From an optimization exercise on the open Yosys and OpenROAD flow, aimed at small area, a short achievable clock period and few clock cycles; shortcuts taken in it are not production practice. In this exercise RTL edits were held to simulation tests only and were not proved equivalent to the original.

==> flow/design.v, too long to show whole: its modules and the start of the top module <==
// module HAMMING_IP: 66 lines
// module MDC: 1928 lines
module MDC(clk, rst_n, in_valid, in_data, in_mode, out_valid, out_data);
  // ...
==> flow/flow/run.sh <==
#!/bin/bash
# The standard layout (the standard.sh: unchanged synthesis, floorplan, placement, CTS,
# routing), with timing repair aiming below the design's period: SETUP_SLACK_MARGIN asks
# repair_timing for that much positive slack at the design's clock period.
set -euo pipefail
bash standard.sh SETUP_SLACK_MARGIN=7 finish > standard.log 2>&1
==> flow/standard.sh <==
#!/bin/bash
# synth_recipe.tcl (not shown) runs the flow's synth.tcl, then flattens the netlist and writes it again
# the make line also repeats each setting of config.mk as NAME=value (left out here)
make -C /OpenROAD-flow-scripts/flow DESIGN_CONFIG=/design/flow/config.mk WORK_HOME=/design/flow/orfs CLKGATE_MAP_FILE= SYNTH_SCRIPT=/design/flow/synth_recipe.tcl "${@:-finish}"
==> flow/config.mk <==
export PLATFORM = sky130hd
export DESIGN_NAME = MDC
export DESIGN_NICKNAME = MDC
export VERILOG_FILES = /design/flow/design.v
export SDC_FILE = /design/flow/constraint.sdc
export NUM_CORES = 4
export LEC_CHECK = 0
export CAP_MARGIN = 20
export CORE_MARGIN = 2
export CORE_UTILIZATION = 45
export SLEW_MARGIN = 20
==> flow/constraint.sdc <==
create_clock -name core_clock -period 11.0 [get_ports {clk}]
set_input_delay 2.2000 -clock core_clock [delete_from_list [all_inputs] [get_ports {clk}]]
set_output_delay 2.2000 -clock core_clock [all_outputs]
set_load 0.01 [all_outputs]
==> flow_summary_export.csv, run 1 <==
group,metric,value,unit
logic_synthesis,ys_seq_area_share,33.3,%
critical_path,arrival,2600,ps
worst_hold_path,holdPathStages,1,
critical_path,crit_fanout,5,
worst_hold_path,hold_path_end,"U1_C[0]",
routing,dr.pass1.iters,12,
finish,dominant_cells,"multi-input gates",
sta,rsz0062_at_grt,"true",
critical_path,cp_cell_sequence,"buf_12, and2_4, buf_6, buf_12, buf_12, buf_16, buf_12, a221o_1, buf_2",
global_route,gr-usage-met2,53.6,%
global_route,global_route.usage.met3,17.6,%
sta,worst_pin_slew,1280,ps
sta,setup_viol,0,
job,maxCapViolations,0,
critical_path,end_kind,"output pin",
critical_path,required,8800,ps
critical_path,path_delay_family,"buffers and inverters",
critical_path,setup.worst_path.start_class,"register",
finish,final_common_cell,"inv_1",
finish,fin_nets,6839,
placed_design,detailed_place.area,62800,um2
global_route,grt_pass1_vias,49853,
finish,final_area,69900,um2
run_status,status,"finished clean",
finish,seq_cells,796,
global_route,met1_usage,48.9,%
finish,seq_area_share,28.2,%
finish,fill_cells,11435,
logic_synthesis,synth.top_cell.area_share,18.7,%
sta,relSlewSlack,13.7,%
finish,drive_gt1_share,15.4,%
sta,setup_ws,6200,ps
logic_synthesis,synth.ff_latch_count,796,
routing,viasPerCell,6.49,
Testbench counts, summed over its fixed seeds: cycles 30,937.
==> run 2, diff against run 1 <==
--- a/flow/design.v
+++ b/flow/design.v
@@ -99,44 +99,66 @@
 wire [3:0] msyn;
 assign msyn[0] = mw[1]^mw[3]^mw[5]^mw[7]^mw[9];
 assign msyn[1] = mw[2]^mw[3]^mw[6]^mw[7];
 assign msyn[2] = mw[4]^mw[5]^mw[6]^mw[7];
 assign msyn[3] = mw[8]^mw[9];
 wire md4 = mw[3] ^ (msyn == 4'd3);
 wire md1 = mw[7] ^ (msyn == 4'd7);
 reg [4:0] cyc;
-reg oe2, oe3, oe4;    
+reg [7:0] oe2, oe3, oe4;
 reg [1:0] mode;       
 wire m4 = mode[1];
 wire m3 = ~mode[1] & mode[0];
 wire m2 = ~mode[0];
 always @(posedge clk or negedge rst_n) begin
   if (!rst_n) begin
-    cyc <= 5'd0; out_valid <= 1'b0; oe2 <= 1'b0; oe3 <= 1'b0; oe4 <= 1'b0;
+    cyc <= 5'd0; out_valid <= 1'b0; oe2 <= 8'd0; oe3 <= 8'd0; oe4 <= 8'd0;
   end else begin
     if (cyc == 5'd0) cyc <= in_valid ? 5'd1 : 5'd0;
     else if ((cyc == 5'd18 && !m4) || cyc == 5'd19) cyc <= 5'd0;
     else cyc <= cyc + 5'd1;
     out_valid <= (cyc == 5'd17 && !m4) || (cyc == 5'd18 && m4);
-    oe2 <= cyc == 5'd17 && m2;
-    oe3 <= cyc == 5'd17 && m3;
-    oe4 <= cyc == 5'd18 && m4;
+    oe2[0] <= (cyc == 5'd17) && m2;
+    oe3[0] <= (cyc == 5'd17) && m3;
+    oe4[0] <= (cyc == 5'd18) && m4;
+    oe2[1] <= ((cyc & 5'd1) == 5'd1) && ((cyc & 5'd30) == 5'd16) && m2;
+    oe3[1] <= ((cyc & 5'd1) == 5'd1) && ((cyc & 5'd30) == 5'd16) && m3;
+    oe4[1] <= ((cyc & 5'd1) == 5'd0) && ((cyc & 5'd30) == 5'd18) && m4;
+    oe2[2] <= ((cyc & 5'd2) == 5'd0) && ((cyc & 5'd29) == 5'd17) && m2;
+    oe3[2] <= ((cyc & 5'd2) == 5'd0) && ((cyc & 5'd29) == 5'd17) && m3;
+    oe4[2] <= ((cyc & 5'd2) == 5'd2) && ((cyc & 5'd29) == 5'd16) && m4;
+    oe2[3] <= ((cyc & 5'd3) == 5'd1) && ((cyc & 5'd28) == 5'd16) && m2;
+    oe3[3] <= ((cyc & 5'd3) == 5'd1) && ((cyc & 5'd28) == 5'd16) && m3;
+    oe4[3] <= ((cyc & 5'd3) == 5'd2) && ((cyc & 5'd28) == 5'd16) && m4;
+    oe2[4] <= ((cyc & 5'd4) == 5'd0) && ((cyc & 5'd27) == 5'd17) && m2;
+    oe3[4] <= ((cyc & 5'd4) == 5'd0) && ((cyc & 5'd27) == 5'd17) && m3;
+    oe4[4] <= ((cyc & 5'd4) == 5'd0) && ((cyc & 5'd27) == 5'd18) && m4;
+    oe2[5] <= ((cyc & 5'd5) == 5'd1) && ((cyc & 5'd26) == 5'd16) && m2;
+    oe3[5] <= ((cyc & 5'd5) == 5'd1) && ((cyc & 5'd26) == 5'd16) && m3;
+    oe4[5] <= ((cyc & 5'd5) == 5'd0) && ((cyc & 5'd26) == 5'd18) && m4;
+    oe2[6] <= ((cyc & 5'd6) == 5'd0) && ((cyc & 5'd25) == 5'd17) && m2;
+    oe3[6] <= ((cyc & 5'd6) == 5'd0) && ((cyc & 5'd25) == 5'd17) && m3;
+    oe4[6] <= ((cyc & 5'd6) == 5'd2) && ((cyc & 5'd25) == 5'd16) && m4;
+    oe2[7] <= ((cyc & 5'd7) == 5'd1) && ((cyc & 5'd24) == 5'd16) && m2;
+    oe3[7] <= ((cyc & 5'd7) == 5'd1) && ((cyc & 5'd24) == 5'd16) && m3;
+    oe4[7] <= ((cyc & 5'd7) == 5'd2) && ((cyc & 5'd24) == 5'd16) && m4;
   end
 end
 reg signed [10:0] xd;    
 always @(posedge clk) begin
   if (in_valid && cyc == 5'd0) mode <= {md4, md1};
   xd <= din;
 end
+wire [4:0] pc = cyc - 5'd1;
 reg signed [10:0] e0 [0:3];
 reg signed [10:0] e1 [0:3];
 always @(posedge clk) begin
-  if (in_valid && (cyc[4:2] == 3'd0 || (cyc[4:2] == 3'd2 && m2))) e0[cyc[1:0]] <= din;
-  if (in_valid && (cyc[4:2] == 3'd1 || (cyc[4:2] == 3'd2 && m4))) e1[cyc[1:0]] <= din;
+  if ((pc[4:2] == 3'd0 && cyc != 5'd0) || (pc[4:2] == 3'd2 && m2)) e0[pc[1:0]] <= xd;
+  if (pc[4:2] == 3'd1 || (pc[4:2] == 3'd2 && m4)) e1[pc[1:0]] <= xd;
 end
 reg [21:0] m01;
 reg [21:0] m02;
 reg [21:0] m03;
 reg [21:0] m12;
 reg [21:0] m13;
 reg [21:0] m23;
 reg [32:0] b0;
@@ -1215,17 +1237,18 @@
   ({22{U2_bs_e12}} & {{11{e1[2][10]}}, e1[2]}) |
   ({22{U2_bs_e13}} & {{11{e1[3][10]}}, e1[3]}) |
   ({22{U2_bs_fU1m12}} & U1_Y[21:0]) |
   ({22{U2_bs_fU1m13}} & U1_Y[21:0]) |
   ({22{U2_bs_fU2m23}} & U2_Y[21:0]) |
   ({22{U2_bs_m01}} & m01) |
   ({22{U2_bs_m03}} & m03) |
   ({22{U2_bs_m12}} & m12) |
-  ({22{U2_bs_m13}} & m13);
+  ({22{U2_bs_m13}} & m13) |
+  ({22{U2_bs_xd}} & {{11{xd[10]}}, xd});
 wire [32:0] U2_ca =
   ({33{U2_cf_U2}} & U2_S);
 wire [32:0] U2_cb =
   ({33{U2_cf_U2}} & U2_C);
 wire [22:0] U2_pp0;
 wire [23:0] U2_Bx0 = {U2_B[21], U2_B, 1'b0};
 generate for (gi = 0; gi <= 22; gi = gi + 1) begin : g_U2_pp0
   assign U2_pp0[gi] = ((U2_one[0] & U2_Bx0[gi+1]) | (U2_two[0] & U2_Bx0[gi])) ^ U2_neg[0];
@@ -1683,16 +1706,17 @@
 reg U2_bs_e13;
 reg U2_bs_fU1m12;
 reg U2_bs_fU1m13;
 reg U2_bs_fU2m23;
 reg U2_bs_m01;
 reg U2_bs_m03;
 reg U2_bs_m12;
 reg U2_bs_m13;
+reg U2_bs_xd;
 reg U2_cf_U2;
 reg we_m01_U0_m01;
 reg we_m02_U0_m02;
 reg we_m02_U1_m02;
 reg we_m03_U0_m03;
 reg we_m03_U2_m03;
 reg we_m12_U1_m12;
 reg we_m13_U1_m13;
@@ -1883,31 +1907,31 @@
       (cyc == 5'd4 && m4) ||
       (cyc == 5'd5 && m4) ||
       (cyc == 5'd9 && m4);
   U2_bs_e02 <= (cyc == 5'd6 && m2) ||
       (cyc == 5'd14 && m2) ||
       (cyc == 5'd6 && m4);
   U2_bs_e03 <= (cyc == 5'd5 && m2) ||
       (cyc == 5'd13 && m2) ||
-      (cyc == 5'd3 && m4) ||
       (cyc == 5'd4 && m4) ||
       (cyc == 5'd5 && m4);
   U2_bs_e12 <= (cyc == 5'd10 && m2) ||
       (cyc == 5'd10 && m3);
   U2_bs_e13 <= (cyc == 5'd9 && m2) ||
       (cyc == 5'd8 && m3) ||
       (cyc == 5'd9 && m3);
   U2_bs_fU1m12 <= (cyc == 5'd11 && m3);
   U2_bs_fU1m13 <= (cyc == 5'd8 && m4);
   U2_bs_fU2m23 <= (cyc == 5'd12 && m3);
   U2_bs_m01 <= (cyc == 5'd10 && m4);
   U2_bs_m03 <= (cyc == 5'd9 && m4);
   U2_bs_m12 <= (cyc == 5'd14 && m3);
   U2_bs_m13 <= (cyc == 5'd13 && m3);
+  U2_bs_xd <= (cyc == 5'd3 && m4);
   U2_cf_U2 <= (cyc == 5'd7 && m2) ||
       (cyc == 5'd11 && m2) ||
       (cyc == 5'd15 && m2) ||
       (cyc == 5'd11 && m3) ||
       (cyc == 5'd14 && m3) ||
       (cyc == 5'd15 && m3) ||
       (cyc == 5'd7 && m4) ||
       (cyc == 5'd10 && m4) ||
@@ -1985,10 +2009,17 @@
       (cyc == 5'd16 && m4) ||
       (cyc == 5'd17 && m4);
 end
 function [22:0] sx23(input [21:0] v); sx23 = {v[21], v}; endfunction
 function [50:0] sx51(input [32:0] v); sx51 = {{18{v[32]}}, v}; endfunction
 wire [206:0] o2 = {sx23(m01[21:0]), sx23(m12[21:0]), sx23(m23[21:0]), sx23(m02[21:0]), sx23(m13[21:0]), sx23(m03[21:0]), sx23(b0[21:0]), sx23(b1[21:0]), sx23(b2[21:0])};
 wire [206:0] o3 = {3'b000, sx51(b0), sx51(b3), sx51(b1), sx51(b2)};
 wire [206:0] o4 = {{161{det[45]}}, det};
-assign out_data = ({207{oe2}} & o2) | ({207{oe3}} & o3) | ({207{oe4}} & o4);
+assign out_data[24:0] = ({25{oe2[0]}} & o2[24:0]) | ({25{oe3[0]}} & o3[24:0]) | ({25{oe4[0]}} & o4[24:0]);
+assign out_data[50:25] = ({26{oe2[1]}} & o2[50:25]) | ({26{oe3[1]}} & o3[50:25]) | ({26{oe4[1]}} & o4[50:25]);
+assign out_data[76:51] = ({26{oe2[2]}} & o2[76:51]) | ({26{oe3[2]}} & o3[76:51]) | ({26{oe4[2]}} & o4[76:51]);
+assign out_data[102:77] = ({26{oe2[3]}} & o2[102:77]) | ({26{oe3[3]}} & o3[102:77]) | ({26{oe4[3]}} & o4[102:77]);
+assign out_data[128:103] = ({26{oe2[4]}} & o2[128:103]) | ({26{oe3[4]}} & o3[128:103]) | ({26{oe4[4]}} & o4[128:103]);
+assign out_data[154:129] = ({26{oe2[5]}} & o2[154:129]) | ({26{oe3[5]}} & o3[154:129]) | ({26{oe4[5]}} & o4[154:129]);
+assign out_data[180:155] = ({26{oe2[6]}} & o2[180:155]) | ({26{oe3[6]}} & o3[180:155]) | ({26{oe4[6]}} & o4[180:155]);
+assign out_data[206:181] = ({26{oe2[7]}} & o2[206:181]) | ({26{oe3[7]}} & o3[206:181]) | ({26{oe4[7]}} & o4[206:181]);
 endmodule
==> flow/flow/run.sh (replaced) <==
#!/bin/bash
set -euo pipefail
bash standard.sh SETUP_SLACK_MARGIN=7 TNS_END_PERCENT=25 \
  "BUFFER_PORTS_ARGS=-buffer_cell sky130_fd_sc_hd__buf_2" finish > standard.log 2>&1
==> run 2 against run 1 <==
Critical path type unchanged. Still clean on timing, DRC and antenna. First-iteration DRC count rose by 0.73%. Design area fell by 4.3%.
==> flow_summary_export.csv, run 2 <==
group,metric,value,unit
run_status,status,"finished clean",
floorplan,num_rows,133,
sta,hold_ws,472,ps
global_route,grt_pass1_wl,372000,um
logic_synthesis,ys_top_cells_by_count,"699 x inv_1, 632 x a22oi_1, 536 x nand2_1",
finish,fin_nets,6771,
floorplan,chipHeight,368,um
placed_design,pre_cts_ws,5980,ps
job,maxCapViolations,0,
cts,cts_sinks,818,
sta,finClkSkew,90.0,ps
logic_synthesis,syn_nets,6713,
floorplan,io_pins,235,
logic_synthesis,synth.ff_latch_count,818,
critical_path,reg2reg_from,"U2_S[0]",
cts,clk_pin_slew,60,ps
logic_synthesis,ys.flop_type,"dfxtp_1",
sta,relSlewSlack,9.00,%
sta,final_hold_viol_count,0,
finish,final_cells,7884,
logic_synthesis,synth_area_leaders,"edfxtp_1 18%, fa_1 17%, dfxtp_1 14%",
routing,drtIter0Drc,8567,
floorplan,coreArea,131000,um2
routing,met3_length,43600,um
global_route,grt_max_degree,66,
logic_synthesis,yosysUniqueCellTypes,85,
sta,rsz0062_at_grt,"true",
logic_synthesis,synth.top_cell.area_share,18.5,%
routing,wl_met2,108000,um
worst_hold_path,hold_path_end,"U1_C[0]",
worst_hold_path,holdCritPathClass,"reg2reg",
routing,drc,0,
routing,antenna_left,0,
critical_path,cp_cell_sequence,"a222oi_1, inv_1, buf_2",
finish,final_core_util,50.9,%
sta,setup_ws,6450,ps
logic_synthesis,synth_area,59700,um2
critical_path,setup.worst_path.start_class,"register",
global_route,overflow,0,
cts,clock_path_buffers,3,
finish,final_common_cell,"inv_1",
worst_hold_path,holdPathStages,1,
routing,wl_met1,99300,um
placed_design,dp_cells,7626,
global_route,grt_pass1_vias,49646,
cts,clk_latency,760,ps
logic_synthesis,yosysMostFrequentCell,"inv_1",
finish,reg_top3,"U0_C x46, U0_S x46",
critical_path,crit_fanout,8,
sta,timing.setup.tns,0,ps
cts,htreeDepth,3,
logic_synthesis,syn_inst,5973,
cts,cts_tree,"built",
floorplan,start_util,45.4,%
critical_path,critPathMaxStageDelay,770,ps
sta,finalMaxSlewViolations,0,
logic_synthesis,synth.largest_area_cell,"edfxtp_1",
routing,vias,51524,
logic_synthesis,ys_seq_area_share,33.9,%
critical_path,crit_buf_inv,2,
cts,numCtsBuffers,94,
critical_path,critPathKind,"reg2out",
sta,setup_viol,0,
finish,final_cell_mix,"699 x inv_1, 624 x a22oi_1, 515 x nand2_1",
routing,highest_layer,"met5",
logic_synthesis,postSynth.asyncResetShare,3.67,%
cts,clock-root-buffer,"clkbuf_16",
placed_design,place.gp.congestion,1.04,
placed_design,io_buffers,234,
critical_path,end_kind,"output pin",
logic_synthesis,postSynthAreaPerCell,9.99,um2
finish,drive_gt1_share,12.1,%
routing,routed_wl,267000,um
routing,viasPerCell,6.54,
cts,holdBufCountCts,0,
critical_path,reg2reg_slack,6720,ps
routing,dr.pass1.iters,14,
sta,worst_pin_slew,1360,ps
finish,area_delta_synth_final,12.2,%
global_route,antenna_found_initial,28,
global_route,grt_usage,38.4,%
logic_synthesis,synth_edf_count,367,
sta,period_needed,4550,ps
critical_path,crit_slowest_cell,"a222oi_1",
sta,period_share,41.3,%
critical_path,required,8800,ps
floorplan,dieArea,136000,um2
critical_path,arrival,2350,ps
worst_hold_path,worstHoldStart,"U1_C[0]",
critical_path,reg2reg_depth,12,
floorplan,die_w,368,um
critical_path,path_delay_family,"compound AO/OA/AOI/OAI gates",
logic_synthesis,yosysWarnings,1,
critical_path,timing.rr.end,"U0_B[12]",
routing,wl_per_cell,33.9,um
placed_design,dp_hpwl,194000,um
sta,fmax,0.220,GHz
==> run 2: repair_timing <==
| action | 4_1_cts | 5_1_grt |
|---|---|---|
| setup endpoints to repair | 218 | 268 |
| setup buffers | 25 | 31 |
| gates resized for setup | 57 | 63 |
| cloned | 1 | 7 |
| pin swaps | 7 | 15 |
==> run 2: cell type report <==
| type | count | area (um2) |
|---|---|---|
| fill | 12034 | 64500 |
| antenna | 18 | 45.0 |
| clock inverter | 43 | 576 |
| sequential | 818 | 20300 |
| clock buffer | 133 | 2720 |
| timing repair buffer | 419 | 3000 |
| inverter | 704 | 2640 |
| multi-input combinational | 3994 | 35500 |
| tap | 1755 | 2200 |
==> run 2: through the flow <==
stage	area [um2]
after floorplan	59700
after global placement	62300
after detailed placement	62400
after CTS	66200
after global routing	66900
final	66900
==> run 2: routing by layer <==
layer | vias up | global-route usage (%)
li1 | 20878 | -
met1 | 25494 | 49.8
met2 | 4210 | 54.0
met3 | 904 | 18.1
met4 | 38 | 17.3
met5 | - | 1.28
==> run 2: cells by family (layout without fill, tap and decap cells) <==
| family | Yosys count | count (layout) | synth area share (%) |
|---|---|---|---|
| compound gates | 1462 | 1462 | 18.3 |
| buf+inv | 1161 | 1299 | 7.32 |
| simple gates | 1118 | 1118 | 8.71 |
| flops | 818 | 818 | 33.9 |
| fa+ha+maj | 714 | 714 | 21.2 |
| xor+xnor | 646 | 646 | 9.63 |
| mux | 54 | 54 | 0.990 |
| other cells | 0 | 18 | 0 |
==> run 2: how the worst max path moves through the flow <==
| stage | from | cells after the start | endpoint | slack (ps) |
|---|---|---|---|---|
| 5_1_grt | oe2[1] | 3 | out_data[25] | 6460 |
| 3_5_place_dp | in_data[9] | 10 | U2_two[2] | 5980 |
| 2_1_floorplan | in_data[9] | 9 | U2_two[2] | 6540 |
| 6_report | oe2[1] | 3 | out_data[25] | 6450 |
| 3_3_place_gp | in_data[0] | 10 | U2_two[3] | 5990 |
| 4_1_cts | bx[12] | 5 | out_data[53] | 6550 |
Testbench counts of run 2, summed over its fixed seeds: cycles 30,937.

==> what the ideal ports hide <==
How much do the figures lean on ideal ports? The routed layouts below were timed once more, with nothing changed but the port constraints. Step 1 sets driving cells, clkbuf_16 on the clock port and buf_2 on the other inputs (assumed; they add their load-dependent delay and slew). Step 2, shift: input delay + t, output delay - t, t = (earliest + latest rising clock arrival at the registers) / 2. This alone moves slack from input paths to output paths. a / b / c = ideal ports / drivers / drivers and shift; a / b = the first two.
run	shift t [ns]	setup WS [ns]	latest minus earliest clock arrival (ns)	worst register clock-pin slew, ns
run 1	0.800	6.200 / 6.122 / 6.127	0.072 / 0.072	0.07 / 0.07
run 2	0.795	6.454 / 6.368 / 6.272	0.095 / 0.096	0.07 / 0.07
After both steps every run listed still meets setup and hold. The setup slack of run 2, which loses most, moves by -0.086 ns with the drivers and by -0.182 ns with both steps.
